Source: an optimization exercise on an open RTL-to-GDS flow (aim: small area, a short achievable clock period and few clock cycles). Production flows keep margins and buffers that such runs may drop.
Only simulation tests tie the RTL to the original design; equivalence was not proved.
Power and IR drop assume default switching activity.

## harbor
Design control, start of the top module:
module control #(
  parameter W = 16,
  parameter N = 3
) (
  input  wire                         i_clk,
  input  wire                         i_rst,
  input  wire                         i_en,
  input  wire                         i_mode,
  input  wire [    W * N * N - 1 : 0] i_A,
  input  wire [    W * N * N - 1 : 0] i_B,
  output wire [    W * N * N - 1 : 0] o_C,
  output wire                         o_done
);
  localparam [3:0] LAST = 4'd11;
  reg [3:0] cnt;
  reg       done;
  always @(posedge i_clk) begin
    if (i_rst | ~i_en) begin
      cnt  <= 4'd0;
      done <= 1'b0;
    end else begin
      if (cnt != LAST) cnt <= cnt + 4'd1;
      done <= (cnt >= LAST - 4'd1);
    end
  end
  assign o_done = done;
  reg mode;
  always @(posedge i_clk) mode <= i_mode;
  reg [15:0] a_op;
  reg [15:0] b_op0, b_op1, b_op2;
  always @(posedge i_clk) begin
    case (cnt)
      4'd0: a_op <= i_A[0*16 +: 16];
      4'd1: a_op <= i_A[1*16 +: 16];
      4'd2: a_op <= i_A[2*16 +: 16];
      4'd3: a_op <= i_A[3*16 +: 16];
      4'd4: a_op <= i_A[4*16 +: 16];
      4'd5: a_op <= i_A[5*16 +: 16];
      4'd6: a_op <= i_A[6*16 +: 16];
      4'd7: a_op <= i_A[7*16 +: 16];
      default: a_op <= i_A[8*16 +: 16];
    endcase
    if (cnt < 4'd3) begin
      b_op0 <= i_B[0*16 +: 16]; b_op1 <= i_B[1*16 +: 16]; b_op2 <= i_B[2*16 +: 16];
    end else if (cnt < 4'd6) begin
      b_op0 <= i_B[3*16 +: 16]; b_op1 <= i_B[4*16 +: 16]; b_op2 <= i_B[5*16 +: 16];
    end else begin
      b_op0 <= i_B[6*16 +: 16]; b_op1 <= i_B[7*16 +: 16]; b_op2 <= i_B[8*16 +: 16];
    end
  end
  reg clr;
  always @(posedge i_clk) clr <= (cnt <= 4'd2);
  wire [47:0] c0, c1, c2;
  mac_lane lane0(.clk(i_clk), .mode(mode), .clr(clr), .a(a_op), .b(b_op0), .r0(c0[32 +: 16]), .r1(c0[16 +: 16]), .r2(c0[0 +: 16]));
  ...
Settings: LEC_CHECK=0, CAP_MARGIN=20, CORE_MARGIN=2, CORE_UTILIZATION=40, SLEW_MARGIN=20; clock period 32.0 ns.
standard.sh (not shown) runs the stock make flow with config.mk's settings and CLKGATE_MAP_FILE= SYNTH_SCRIPT=/design/flow/synth_recipe.tcl, a recipe that flattens the netlist after the stock synthesis.
==> flow/flow/run.sh <==
#!/bin/bash
# The standard flow, with plain buffers (buf_2) on the ports, and timing
# repair asked to leave 24.5 ns of setup slack
bash standard.sh BUFFER_PORTS_ARGS="-buffer_cell sky130_fd_sc_hd__buf_2" SETUP_SLACK_MARGIN=24.5 finish > standard.log 2>&1
harbor reached the final stage; the timing, design-rule and antenna checks on its layout passed.
Testbench counts of harbor, summed over its fixed seeds: cycles 38,400.
What willow does differently from harbor at the input level:
==> flow/flow/run.sh <==
#!/bin/bash
# The standard flow, with plain buffers (buf_2) on the ports
bash standard.sh BUFFER_PORTS_ARGS="-buffer_cell sky130_fd_sc_hd__buf_2" finish > standard.log 2>&1
==> summary.txt <==
- Looking at cell with the largest stage delay on the worst path, the xnor2_2 result is from willow; the dfxtp_2 one comes from harbor.
- Share of the clock period used by the worst path after layout: higher on willow
- Any difference in clock-cell share of area between harbor and willow is small enough to ignore.
- Between harbor and willow, relative area of non-clock buffer cells in the final design decreased.
- Diff harbor..willow | count of TritonRoute iterations in the first routing pass | unchanged
- Against harbor, willow reports a transition time at the pin with the least slew margin that is lower.

---

## run 1
Another version of the RTL of control (not shown whole).
Size in the first run: about 5400 cells after synthesis, about 260 flip-flops, roughly 440 I/O pins, about 34000 um2 of cells after synthesis.
==> flow/design.v (excerpt) <==
module control #(
  parameter W = 16,
  parameter N = 3
) (
  input  wire                         i_clk,
  input  wire                         i_rst,
  input  wire                         i_en,
  input  wire                         i_mode,
  input  wire [    W * N * N - 1 : 0] i_A,
  input  wire [    W * N * N - 1 : 0] i_B,
  output wire [    W * N * N - 1 : 0] o_C,
  output wire                         o_done
);
  localparam [3:0] LAST = 4'd11;
  reg [3:0] cnt;
  reg       done;
  always @(posedge i_clk) begin
    if (i_rst | ~i_en) begin
      cnt  <= 4'd0;
      done <= 1'b0;
    end else begin
      if (cnt != LAST) cnt <= cnt + 4'd1;
      done <= (cnt >= LAST - 4'd1);
    end
  end
  assign o_done = done;
  reg mode;
  always @(posedge i_clk) mode <= i_mode;
  reg [15:0] a_op;
  reg [15:0] b_op0, b_op1, b_op2;
  always @(posedge i_clk) begin
    case (cnt)
      4'd0: a_op <= i_A[0*16 +: 16];
      4'd1: a_op <= i_A[1*16 +: 16];
      4'd2: a_op <= i_A[2*16 +: 16];
      4'd3: a_op <= i_A[3*16 +: 16];
      4'd4: a_op <= i_A[4*16 +: 16];
      4'd5: a_op <= i_A[5*16 +: 16];
      4'd6: a_op <= i_A[6*16 +: 16];
      4'd7: a_op <= i_A[7*16 +: 16];
      default: a_op <= i_A[8*16 +: 16];
    endcase
    if (cnt < 4'd3) begin
      b_op0 <= i_B[0*16 +: 16]; b_op1 <= i_B[1*16 +: 16]; b_op2 <= i_B[2*16 +: 16];
    end else if (cnt < 4'd6) begin
      b_op0 <= i_B[3*16 +: 16]; b_op1 <= i_B[4*16 +: 16]; b_op2 <= i_B[5*16 +: 16];
    end else begin
      b_op0 <= i_B[6*16 +: 16]; b_op1 <= i_B[7*16 +: 16]; b_op2 <= i_B[8*16 +: 16];
    end
  end
  reg clr;
  always @(posedge i_clk) clr <= (cnt <= 4'd2);
  wire [47:0] c0, c1, c2;
  mac_lane lane0(.clk(i_clk), .mode(mode), .clr(clr), .a(a_op), .b(b_op0), .r0(c0[32 +: 16]), .r1(c0[16 +: 16]), .r2(c0[0 +: 16]));
  mac_lane lane1(.clk(i_clk), .mode(mode), .clr(clr), .a(a_op), .b(b_op1), .r0(c1[32 +: 16]), .r1(c1[16 +: 16]), .r2(c1[0 +: 16]));
  mac_lane lane2(.clk(i_clk), .mode(mode), .clr(clr), .a(a_op), .b(b_op2), .r0(c2[32 +: 16]), .r1(c2[16 +: 16]), .r2(c2[0 +: 16]));
  assign o_C[0*16 +: 16] = c0[0 +: 16];
  assign o_C[1*16 +: 16] = c1[0 +: 16];
  assign o_C[2*16 +: 16] = c2[0 +: 16];
  assign o_C[3*16 +: 16] = c0[16 +: 16];
  assign o_C[4*16 +: 16] = c1[16 +: 16];
  ...
export LEC_CHECK = 0
export ABC_AREA = 1
export CAP_MARGIN = 20
export CORE_MARGIN = 2
export CORE_UTILIZATION = 40
export SLEW_MARGIN = 20
create_clock -name core_clock -period 32.0 [get_ports {i_clk}]
==> flow/flow/run.sh <==
#!/bin/bash
# The standard flow, with plain buffers (buf_1) on the ports, and timing
# repair asked to leave 24.5 ns of setup slack
bash standard.sh BUFFER_PORTS_ARGS="-buffer_cell sky130_fd_sc_hd__buf_1" SETUP_SLACK_MARGIN=24.5 finish > standard.log 2>&1
Testbench counts of run 1, summed over its fixed seeds: cycles 38,400.
Here is what was changed in the inputs of run 2 compared with run 1.
# run 1
export LEC_CHECK = 0
export ABC_AREA = 1
export CAP_MARGIN = 20
export CORE_MARGIN = 2
export CORE_UTILIZATION = 40
export SLEW_MARGIN = 20
create_clock -name core_clock -period 32.0 [get_ports {i_clk}]
# run 2
export LEC_CHECK = 0
export CAP_MARGIN = 20
export CORE_MARGIN = 2
export CORE_UTILIZATION = 40
export SLEW_MARGIN = 20
create_clock -name core_clock -period 32.0 [get_ports {i_clk}]
## What came out
Diff run 1 -> run 2: antenna diode count did not really move; arrival time of data at the critical path endpoint went up; compound-cell area share of the yosys netlist went up; sequential cell fraction of total power went up.
Comparing the two runs side by side, run 2 comes out ahead of run 1 on first-iteration DRC count.
Diff run 1 -> run 2: global-route wire length before repair fell about 16%, net count after synthesis lower, final wirelength went down by 14%.
Run 2 ran to completion and came out clean on the timing, design-rule and antenna checks.
[compare] base=run 1 new=run 2: average footprint of a synthesized cell rose 1.9 um2; total of fill cells in the finished design moved down; routed metal-1 wirelength decreased 7500 um.
Edits applied to the flow inputs when going from run 2 to run 3:
==> flow/flow/run.sh <==
#!/bin/bash
# The standard flow, with plain buffers (buf_1) on the ports, and timing
# repair asked to leave 24.65 ns of setup slack
bash standard.sh BUFFER_PORTS_ARGS="-buffer_cell sky130_fd_sc_hd__buf_1" SETUP_SLACK_MARGIN=24.65 finish > standard.log 2>&1
### Flow results
Run 3: multi-input combinational area share lower than run 2. Number of buffers added for setup after CTS (run 3 over run 2): increase, about 10%. Run 2 → run 3: register-to-register slack shows an increase of 0.12 ns; cell area after layout up about 1.4%; path length in cells of the critical path saw a decrease; power rose 0.075 mW. On final clock period utilization by the worst path: between run 2 and run 3, it ends up higher for run 2.

[port drivers added, routing unchanged]
In the flow no input, the clock included, has a driving cell. The finished layouts below were timed again as built, in two steps. Step 1 sets driving cells, clkbuf_16 on the clock port and buf_2 on the other inputs (assumed; they add their load-dependent delay and slew). Step 2 times the ports against the registers' clock, not the clock port: input delays grow and output delays shrink by t, the midpoint of the rising clock arrivals with the driver on. Slacks: ideal ports / drivers / drivers and shift; pairs: ideal ports / drivers.
run | t, ns | slack for setup (ns) | latest minus earliest clock arrival (ns) | slew at the worst register clock pin (ns)
harbor | 0.646 | 24.451 / 24.386 / 24.054 | 0.043 / 0.044 | 0.07 / 0.07
willow | 0.649 | 23.563 / 23.563 / 23.563 | 0.046 / 0.047 | 0.07 / 0.07
run 1 | 0.682 | 24.477 / 24.407 / 24.653 | 0.027 / 0.027 | 0.08 / 0.08
run 2 | 0.670 | 24.403 / 24.343 / 24.565 | 0.024 / 0.024 | 0.07 / 0.07
run 3 | 0.669 | 24.500 / 24.440 / 24.547 | 0.022 / 0.022 | 0.07 / 0.07
After both steps every run listed still meets setup and hold. The setup slack of harbor, which loses most, moves by -0.065 ns with the drivers and by -0.397 ns with both steps.
